What follows belongs to an exercise in optimizing a design on an open flow for small area and a short achievable clock period; a production flow would make more cautious choices. In this exercise RTL edits were held to simulation tests only and were not proved equivalent to the original.

job 101:
## macc_417
module macc_417
  #(parameter A_WIDTH = 32,
    parameter B_WIDTH = 32
  )
  (
    input clk,
    input rst,
    input [A_WIDTH-1:0] a,
    input [B_WIDTH-1:0] b,
    input accumulate_enable,
    output [A_WIDTH+B_WIDTH-1:0] result,
    output overflow
  );
==> flow/config.mk <==
export PLATFORM = sky130hd
export DESIGN_NAME = macc_417
export DESIGN_NICKNAME = macc_417
export VERILOG_FILES = /design/flow/design.v
export SDC_FILE = /design/flow/constraint.sdc
export NUM_CORES = 4
export LEC_CHECK = 0
export CAP_MARGIN = 20
export CORE_MARGIN = 2
export CORE_UTILIZATION = 55
export PLACE_DENSITY = 0.72
export SLEW_MARGIN = 20
export SYNTH_HIERARCHICAL = 1
export SYNTH_MINIMUM_KEEP_SIZE = 0
==> flow/constraint.sdc <==
create_clock -name core_clock -period 55.0 [get_ports {clk}]
set_input_delay 11.0000 -clock core_clock [delete_from_list [all_inputs] [get_ports {clk}]]
set_output_delay 11.0000 -clock core_clock [all_outputs]
set_load 0.01 [all_outputs]
standard.sh (not shown) runs the stock make flow with config.mk's settings and CLKGATE_MAP_FILE= SYNTH_SCRIPT=/design/flow/synth_recipe.tcl, a recipe that flattens the netlist after the stock synthesis.
==> flow/flow/run.sh <==
#!/bin/bash
# The standard layout (the standard.sh: standard synthesis, then ORFS to
# finish), with one change: the buffers placed on the input and output ports
# are sky130_fd_sc_hd__buf_2 cells instead of the ones buffer_ports picks.
set -euo pipefail
export BUFFER_PORTS_ARGS="-buffer_cell sky130_fd_sc_hd__buf_2"
bash standard.sh > standard_flow.log 2>&1
Job 101 finished every stage and its layout cleared the timing, DRC and antenna checks.
Inputs modified between job 101 and job 102:
Settings: PLACE_DENSITY no longer set, was 0.72; CORE_UTILIZATION now 40, was 55.
## What came out
- Job 101 completed every stage of the flow, and the final layout passed the timing, DRC and antenna checks.
- Job 102 has completed all stages; timing, DRC and antenna checks passed.
- Higher total routing usage reported by global routing was reported by job 101, not job 102.
- Sequential cell count: job 102 vs job 101 — no meaningful difference
- Diff job 101 -> job 102 | layout-stage area growth over the synthesis result | increase of 0.97 points
- On wire length, job 102 does worse than job 101.
--- input diff job 102..job 103 ---
Settings: changing CORE_UTILIZATION from 40 to 65; setting PLACE_DENSITY to 0.8 for the first time.
--- outcome ---
Job 103 completed every stage of the flow, and the final layout passed the timing, DRC and antenna checks.
Job 102 did not stop at any stage, and its layout met the timing, DRC and antenna checks.
Comparing job 102 against job 103, there is no change at all in number of instances in the synthesized netlist.
Clock edge transition at the registers on the reported setup and hold paths delta (job 102 -> job 103): insignificant
Measured against each other, job 102 and job 103 differ in arrival time of the worst setup path, the lower figure coming from job 103.
The worst max-slew margin expressed relative to the limit of job 103 was inferior to that of job 102.
Job 103 vs. job 102: number of CTS-inserted buffers barely changed; worst setup slack before clock tree synthesis up 0.19 ns; slew at the pin closest to its max-slew limit picked up an extra 0.034 ns.
Wire length was lower in the run labelled job 103.

* * *

macc_417, a different RTL version from the one above (not shown whole).
Size in the first run: ~2400 cells after synthesis, roughly 64 flip-flops, about 130 I/O pins, about 26000 sq um of cells after synthesis.
Settings: LEC_CHECK=0, CAP_MARGIN=20, CORE_MARGIN=2, CORE_UTILIZATION=40, SLEW_MARGIN=20, SYNTH_HIERARCHICAL=1, SYNTH_MINIMUM_KEEP_SIZE=0; clock period 55.0 ns.
run.sh (not shown) runs the stock make flow with config.mk's settings and CLKGATE_MAP_FILE= SYNTH_SCRIPT=/design/flow/synth_recipe.tcl, a recipe that flattens the netlist after the stock synthesis.
Stock flow here: none of the scripts above is used.
Then changed:
==> flow/flow/run.sh (new file) <==
#!/bin/bash
# The standard layout (the standard.sh: standard synthesis, then ORFS to
# finish), with one change: the buffers placed on the input and output ports
# are sky130_fd_sc_hd__buf_2 cells instead of the ones buffer_ports picks.
set -euo pipefail
export BUFFER_PORTS_ARGS="-buffer_cell sky130_fd_sc_hd__buf_2"
bash standard.sh > standard_flow.log 2>&1
==> flow/standard.sh (new file) <==
#!/bin/bash
# synth_recipe.tcl (not shown) runs the flow's synth.tcl, then flattens the netlist and writes it again
# the make line also repeats each setting of config.mk as NAME=value (left out here)
make -C /OpenROAD-flow-scripts/flow DESIGN_CONFIG=/design/flow/config.mk WORK_HOME=/design/flow/orfs CLKGATE_MAP_FILE= SYNTH_SCRIPT=/design/flow/synth_recipe.tcl "${@:-finish}"
removed: flow/run.sh
The new run finished with timing, DRC and antenna clean.
Global-route usage decreases by 0.88 points.
Worst setup slack gets better by 480 ps.
Synthesized area is unchanged.
Cell count hardly moves.
Design area decreases by a few percent.
Die area is unchanged.
Maximum frequency increases slightly.

## static timing again, ports no longer ideal
How much do the figures lean on ideal ports? The routed layouts below were timed once more, with nothing changed but the port constraints. Step 1: set_driving_cell puts a clkbuf_16 on clk and a buf_2 on each other input, an assumption about the parent block. Step 2 adds t to the input delays and takes it off the output delays; t is the mean of the earliest and latest rising clock arrival at the registers after step 1. Input paths then give back, and output paths get back, about the clock's delay inside the block. Three values: ideal ports, drivers, drivers and shift; two values: the first two.
| run | t (ns) | slack for setup (ns) | slew at the worst register clock pin (ns) | worst data-port slew with drivers (ns) |
|---|---|---|---|---|
| job 101 | 0.473 | 24.724 / 24.695 / 24.695 | 0.07 / 0.07 | 0.04 |
| job 102 | 0.470 | 24.527 / 24.498 / 24.498 | 0.07 / 0.07 | 0.05 |
| job 103 | 0.447 | 24.591 / 24.565 / 24.565 | 0.07 / 0.07 | 0.05 |
| the first run of note 2 | 0.465 | 24.241 / 24.218 / 24.218 | 0.07 / 0.07 | 0.06 |
| the second run of note 2 | 0.462 | 24.717 / 24.696 / 24.696 | 0.07 / 0.07 | 0.05 |
After both steps setup and hold are still met in every run listed.
